This is an optimization exercise on Yosys and OpenROAD, whose aim is small area, a short achievable clock period and few clock cycles per item, not a production implementation. Where RTL was checked, it was by simulation tests only, not by an equivalence proof against the original. Power and IR drop assume default switching activity.

lane 4:
==> flow/design.v (excerpt) <==
module MD5_custom_SIMD_instruction (clk, reset,
	in_v, rd, vrd1, vrd2,
		in_data, in_vdata1, in_vdata2,
	out_v, out_rd, out_vrd1, out_vrd2,
		out_data, out_vdata1, out_vdata2);
Size in the first run: ~720 flip-flops, roughly 1100 I/O pins.
==> module MD5_custom_SIMD_instruction, before the edit <==
module MD5_custom_SIMD_instruction (clk, reset,
	in_v, rd, vrd1, vrd2,
		in_data, in_vdata1, in_vdata2,
	out_v, out_rd, out_vrd1, out_vrd2,
		out_data, out_vdata1, out_vdata2);
	input clk, reset;
	input in_v;
	input [4:0] rd;
	input [2:0] vrd1, vrd2;
	input [32-1:0] in_data;
	input [256-1:0] in_vdata1, in_vdata2;
	output out_v;
	output [4:0] out_rd;
	output [2:0] out_vrd1, out_vrd2;
	output [32-1:0] out_data;
	output [256-1:0] out_vdata1, out_vdata2;
	wire [511:0] min = {in_vdata2, in_vdata1};
	reg        busy, fin, outv, first;
	reg [5:0]  cnt;
	reg [4:0]  t_rd;
	reg [2:0]  t_vrd1, t_vrd2;
	reg [31:0] b, c, d, t;
	reg [31:0] ring [0:15];
	reg [7:0]  mr;
	reg [3:0]  fs;     
	reg [31:0] kr;     
	reg [3:0]  rv;
	reg [3:0]  ru;
	reg        cl;
	reg        run;    
	wire       last = busy & (cnt == 6'd63);
	wire [31:0] kadd;
	wire [7:0]  msel;
	wire [3:0]  fsel, rvn;
	wire [3:0]  run_;
	wire        cln;
	md5_tables tab (.step(cnt), .msel(msel), .fsel(fsel), .rv(rvn), .ru(run_), .cl(cln));
	wire        pol = ~cnt[0] & ~fin;
	wire [31:0] mword = {32{pol}} ^ (
		({32{mr[0]}} & ring[0]) |
		({32{mr[1]}} & ring[1]) |
		({32{mr[2]}} & ring[2]) |
		({32{mr[3]}} & ring[3]) |
		({32{mr[4]}} & ring[5]) |
		({32{mr[5]}} & ring[8]) |
		({32{mr[6]}} & ring[9]) |
		({32{mr[7]}} & ring[10]));
	wire [5:0]  nstep = cnt + 6'd1;
	wire [1:0]  nround = nstep[5:4];
	wire [31:0] kt;
	md5_ktab ktab (.step(cnt), .k(kt));
	wire [31:0] ts = d ^ kr ^ mword;
	wire [31:0] tc = (d & kr) | (d & mword) | (kr & mword);
	wire [31:0] tsum;
	md5_addbk addt (.a(ts), .b({tc[30:0], 1'b0}), .s(tsum));
	wire [31:0] cxd = c ^ d;
	wire [31:0] fs32a = {32{fs[0]}};
	wire [31:0] fs32b = {32{fs[1]}};
	wire [31:0] fs32c = {32{fs[2]}};
	wire [31:0] fs32d = {32{fs[3]}};
	wire [31:0] f1 = ({32{first}} & 32'hd76aa477) | (fs32a & c) | (fs32b & (c | d)) | (fs32c & ~cxd) | (fs32d & ~c);
	wire [31:0] f0 = ({32{first}} & 32'hd76aa477) | (fs32a & d) | (fs32b & (c & ~d)) | (fs32c & cxd) | (fs32d & ~cxd);
	wire [31:0] f = (b & f1) | (~b & f0);
	wire [31:0] x;
	md5_add addx (.a(f), .b(t), .s(x));
	wire [31:0] z =
		({32{rv[0]}} & x) |
		({32{rv[1]}} & {x[30:0], x[31:31]}) |
		({32{rv[2]}} & {x[29:0], x[31:30]}) |
		({32{rv[3]}} & {x[28:0], x[31:29]});
	wire [31:0] y =
		({32{ru[0]}} & {z[27:0], z[31:28]}) |
		({32{ru[1]}} & {z[22:0], z[31:23]}) |
		({32{ru[2]}} & {z[17:0], z[31:18]}) |
		({32{ru[3]}} & {z[11:0], z[31:12]}) |
		({32{cl}} & 32'hefcdab89);
	wire [31:0] bn;
	md5_add addb (.a(b & {32{run}}), .b(y), .s(bn));
	wire [31:0] dn;
	md5_addbk addd (.a(c & {32{run}}), .b(({32{fin}} & 32'h98badcfe) | ({32{~run}} & 32'h10325476)), .s(dn));
	integer j;
	always @(posedge clk) begin
		if (reset) begin
			run <= 1'b0;
			busy <= 1'b0;
			fin <= 1'b0;
			outv <= 1'b0;
		end else begin
			run <= busy | in_v;
			busy <= busy ? ~last : in_v;
			fin <= last;
			outv <= fin;
		end
		first <= ~run;
		cnt <= busy ? cnt + 6'd1 : 6'd0;
		mr <= busy ? msel : 8'd4;
		fs <= busy ? fsel : 4'd0;
		rv <= reset ? 4'd0 : busy ? rvn : in_v ? 4'd8 : 4'd0;
		ru <= reset ? 4'd0 : busy ? run_ : in_v ? 4'd1 : 4'd0;
		cl <= reset | (busy ? cln : ~in_v);
		kr <= busy ? kt : 32'he8c7b756;
		b <= bn;
		d <= dn;
		if (run) begin
			c <= fin ? t : b;    
			t <= tsum;
			for (j = 0; j < 16; j = j + 1) ring[(j+1)%16] <= ~ring[j];
		end else begin
			c <= 32'h98badcfe;
			t <= min[31:0];
			t_rd <= rd; t_vrd1 <= vrd1; t_vrd2 <= vrd2;
			ring[1] <= ~min[31:0];
			ring[2] <= ~min[63:32];
			ring[4] <= ~min[95:64];
			ring[15] <= ~min[127:96];
			ring[13] <= ~min[159:128];
			ring[6] <= ~min[191:160];
			ring[0] <= ~min[223:192];
			ring[3] <= ~min[255:224];
			ring[9] <= ~min[287:256];
			ring[10] <= ~min[319:288];
			ring[12] <= ~min[351:320];
			ring[7] <= ~min[383:352];
			ring[5] <= ~min[415:384];
			ring[14] <= ~min[447:416];
			ring[8] <= ~min[479:448];
			ring[11] <= ~min[511:480];
		end
	end
	assign out_v = outv;
	assign out_rd = t_rd;
	assign out_vrd1 = t_vrd1;
	assign out_vrd2 = t_vrd2;
	assign out_data = 32'd0;
	assign out_vdata2 = {256{1'b0}};
	assign out_vdata1 = {128'd0, t, d, b, c};
endmodule
==> flow/config.mk <==
export PLATFORM = sky130hd
export DESIGN_NAME = MD5_custom_SIMD_instruction
export DESIGN_NICKNAME = MD5_custom_SIMD_instruction
export VERILOG_FILES = /design/flow/design.v
export SDC_FILE = /design/flow/constraint.sdc
export NUM_CORES = 8
export LEC_CHECK = 0
export ABC_AREA = 1
export CAP_MARGIN = 20
export CORE_AREA = 5 5 375 375
export CTS_CLUSTER_DIAMETER = 80
export CTS_CLUSTER_SIZE = 28
export DIE_AREA = 0 0 380 380
export SLEW_MARGIN = 20
export TNS_END_PERCENT = 0
==> flow/constraint.sdc <==
create_clock -name core_clock -period 12.0 [get_ports {clk}]
set_input_delay 2.4000 -clock core_clock [delete_from_list [all_inputs] [get_ports {clk}]]
set_output_delay 2.4000 -clock core_clock [all_outputs]
set_load 0.01 [all_outputs]
standard.sh (not shown) runs the stock make flow with config.mk's settings and CLKGATE_MAP_FILE= SYNTH_SCRIPT=/design/flow/synth_recipe.tcl, a recipe that flattens the netlist after the stock synthesis.
==> flow/flow/run.sh <==
#!/bin/bash
# ORFS layout (the standard.sh) with: the full-adder and half-adder cells kept out of
# synthesis and layout (the platform's don't-use list plus fa/ha), a tighter setup-repair
# target, free resizing, and minimum-size port buffers.
set -euo pipefail
DU="sky130_fd_sc_hd__probe_p_8 sky130_fd_sc_hd__probec_p_8 sky130_fd_sc_hd__lpflow_bleeder_1 sky130_fd_sc_hd__lpflow_clkbufkapwr_1 sky130_fd_sc_hd__lpflow_clkbufkapwr_16 sky130_fd_sc_hd__lpflow_clkbufkapwr_2 sky130_fd_sc_hd__lpflow_clkbufkapwr_4 sky130_fd_sc_hd__lpflow_clkbufkapwr_8 sky130_fd_sc_hd__lpflow_clkinvkapwr_1 sky130_fd_sc_hd__lpflow_clkinvkapwr_16 sky130_fd_sc_hd__lpflow_clkinvkapwr_2 sky130_fd_sc_hd__lpflow_clkinvkapwr_4 sky130_fd_sc_hd__lpflow_clkinvkapwr_8 sky130_fd_sc_hd__lpflow_decapkapwr_12 sky130_fd_sc_hd__lpflow_decapkapwr_3 sky130_fd_sc_hd__lpflow_decapkapwr_4 sky130_fd_sc_hd__lpflow_decapkapwr_6 sky130_fd_sc_hd__lpflow_decapkapwr_8 sky130_fd_sc_hd__lpflow_inputiso0n_1 sky130_fd_sc_hd__lpflow_inputiso0p_1 sky130_fd_sc_hd__lpflow_inputiso1n_1 sky130_fd_sc_hd__lpflow_inputiso1p_1 sky130_fd_sc_hd__lpflow_inputisolatch_1 sky130_fd_sc_hd__lpflow_isobufsrc_1 sky130_fd_sc_hd__lpflow_isobufsrc_16 sky130_fd_sc_hd__lpflow_isobufsrc_2 sky130_fd_sc_hd__lpflow_isobufsrc_4 sky130_fd_sc_hd__lpflow_isobufsrc_8 sky130_fd_sc_hd__lpflow_isobufsrckapwr_16 sky130_fd_sc_hd__lpflow_lsbuf_lh_hl_isowell_tap_1 sky130_fd_sc_hd__lpflow_lsbuf_lh_hl_isowell_tap_2 sky130_fd_sc_hd__lpflow_lsbuf_lh_hl_isowell_tap_4 sky130_fd_sc_hd__lpflow_lsbuf_lh_isowell_4 sky130_fd_sc_hd__lpflow_lsbuf_lh_isowell_tap_1 sky130_fd_sc_hd__lpflow_lsbuf_lh_isowell_tap_2 sky130_fd_sc_hd__lpflow_lsbuf_lh_isowell_tap_4 sky130_fd_sc_hd__fa_1 sky130_fd_sc_hd__fa_2 sky130_fd_sc_hd__fa_4 sky130_fd_sc_hd__ha_1 sky130_fd_sc_hd__ha_2 sky130_fd_sc_hd__ha_4"
bash standard.sh "DONT_USE_CELLS=$DU" SETUP_SLACK_MARGIN=9 MATCH_CELL_FOOTPRINT=0 SKIP_GATE_CLONING=1 SKIP_REPAIR_TIE_FANOUT=1 "BUFFER_PORTS_ARGS=-buffer_cell sky130_fd_sc_hd__buf_1" finish > standard.log 2>&1
diff inputs: lane 4 => lane 5
--- a/flow/design.v
+++ b/flow/design.v
@@ -433,10 +433,11 @@
 	reg [2:0]  t_vrd1, t_vrd2;
 	reg [31:0] b, c, d, t;
 	reg [31:0] ring [0:15];
 	reg [7:0]  mr;
 	reg [3:0]  fs;     
+	reg [3:0]  fs2;    
 	reg [31:0] kr;     
 	reg [3:0]  rv;
 	reg [3:0]  ru;
 	reg        cl;
 	reg        run;    
@@ -464,14 +465,14 @@
 	wire [31:0] ts = d ^ kr ^ mword;
 	wire [31:0] tc = (d & kr) | (d & mword) | (kr & mword);
 	wire [31:0] tsum;
 	md5_addbk addt (.a(ts), .b({tc[30:0], 1'b0}), .s(tsum));
 	wire [31:0] cxd = c ^ d;
-	wire [31:0] fs32a = {32{fs[0]}};
-	wire [31:0] fs32b = {32{fs[1]}};
-	wire [31:0] fs32c = {32{fs[2]}};
-	wire [31:0] fs32d = {32{fs[3]}};
+	wire [31:0] fs32a = {{16{fs2[0]}}, {16{fs[0]}}};
+	wire [31:0] fs32b = {{16{fs2[1]}}, {16{fs[1]}}};
+	wire [31:0] fs32c = {{16{fs2[2]}}, {16{fs[2]}}};
+	wire [31:0] fs32d = {{16{fs2[3]}}, {16{fs[3]}}};
 	wire [31:0] f1 = ({32{first}} & 32'hd76aa477) | (fs32a & c) | (fs32b & (c | d)) | (fs32c & ~cxd) | (fs32d & ~c);
 	wire [31:0] f0 = ({32{first}} & 32'hd76aa477) | (fs32a & d) | (fs32b & (c & ~d)) | (fs32c & cxd) | (fs32d & ~cxd);
 	wire [31:0] f = (b & f1) | (~b & f0);
 	wire [31:0] x;
 	md5_add addx (.a(f), .b(t), .s(x));
@@ -487,11 +488,11 @@
 		({32{ru[3]}} & {z[11:0], z[31:12]}) |
 		({32{cl}} & 32'hefcdab89);
 	wire [31:0] bn;
 	md5_add addb (.a(b & {32{run}}), .b(y), .s(bn));
 	wire [31:0] dn;
-	md5_addbk addd (.a(c & {32{run}}), .b(({32{fin}} & 32'h98badcfe) | ({32{~run}} & 32'h10325476)), .s(dn));
+	md5_addbk addd (.a(c), .b({32{fin}} & 32'h98badcfe), .s(dn));
 	integer j;
 	always @(posedge clk) begin
 		if (reset) begin
 			run <= 1'b0;
 			busy <= 1'b0;
@@ -508,19 +509,20 @@
 		mr <= busy ? msel : 8'd4;
 		fs <= busy ? fsel : 4'd0;
 		rv <= reset ? 4'd0 : busy ? rvn : in_v ? 4'd8 : 4'd0;
 		ru <= reset ? 4'd0 : busy ? run_ : in_v ? 4'd1 : 4'd0;
 		cl <= reset | (busy ? cln : ~in_v);
+		fs2 <= (busy & (cnt != 6'd63)) ? (4'd1 << nround) : 4'd0;
 		kr <= busy ? kt : 32'he8c7b756;
 		b <= bn;
-		d <= dn;
 		if (run) begin
 			c <= fin ? t : b;    
+			d <= dn;
 			t <= tsum;
 			for (j = 0; j < 16; j = j + 1) ring[(j+1)%16] <= ~ring[j];
 		end else begin
-			c <= 32'h98badcfe;
+			c <= 32'h98badcfe; d <= 32'h10325476;
 			t <= min[31:0];
 			t_rd <= rd; t_vrd1 <= vrd1; t_vrd2 <= vrd2;
 			ring[1] <= ~min[31:0];
 			ring[2] <= ~min[63:32];
 			ring[4] <= ~min[95:64];
--- outcome ---
Each of the runs, namely lane 4 and lane 5, reached the end of the flow and came out clean. NOTE non-clock buffer count lane 4->lane 5 decreased by a few percent. Layout overhead on the synthesized area: lane 5 < lane 4. Lane 5 — maximum vdd ir drop about 12% lower, lane 4 as reference. Per the comparison of lane 5 with lane 4, number of antenna repair diodes has decreased, final worst slack has increased, first-pass GRT wire length has decreased. Lane 5 vs. lane 4: combinational power went down by about 7%. Of the two candidates, lane 4 has the worse shortest period the worst path allows and lane 5 the better one. Higher clock sink count was reported by lane 5, not lane 4. Lane 5 vs. lane 4: core utilization decreased 0.51 points, count of final hold-check violations did not really move. Lane 5: fraction of synthesized cell area in xor and xnor cells is 0.41 points lower than what lane 4 reported.
Testbench counts of lane 5, summed over its fixed seeds: cycles 105,600, hashes 1,600.
Only the layout flow was run in lane 4; the RTL was not checked for function there.

## static timing again, ports no longer ideal
In the flow no input, the clock included, has a driving cell. The finished layouts below were timed again as built, in two steps.
Step 1 assumes that a clkbuf_16 drives the clock port and a buf_2 every other input.
Step 2, shift: input delay + t, output delay - t, t = (earliest + latest rising clock arrival at the registers) / 2. This alone moves slack from input paths to output paths.
Three values: ideal ports, drivers, drivers and shift; two values: the first two.
| run | shift t [ns] | setup WS [ns] | worst setup path at the end | slew at the worst register clock pin (ns) | pins driven straight from the clock port |
|---|---|---|---|---|---|
| lane 4 | 0.717 | 7.677 / 7.677 / 7.677 | register to register | 0.11 / 0.11 | 1 |
| lane 5 | 0.728 | 7.803 / 7.803 / 7.803 | register to register | 0.11 / 0.11 | 1 |
After both steps every run listed still meets setup and hold.
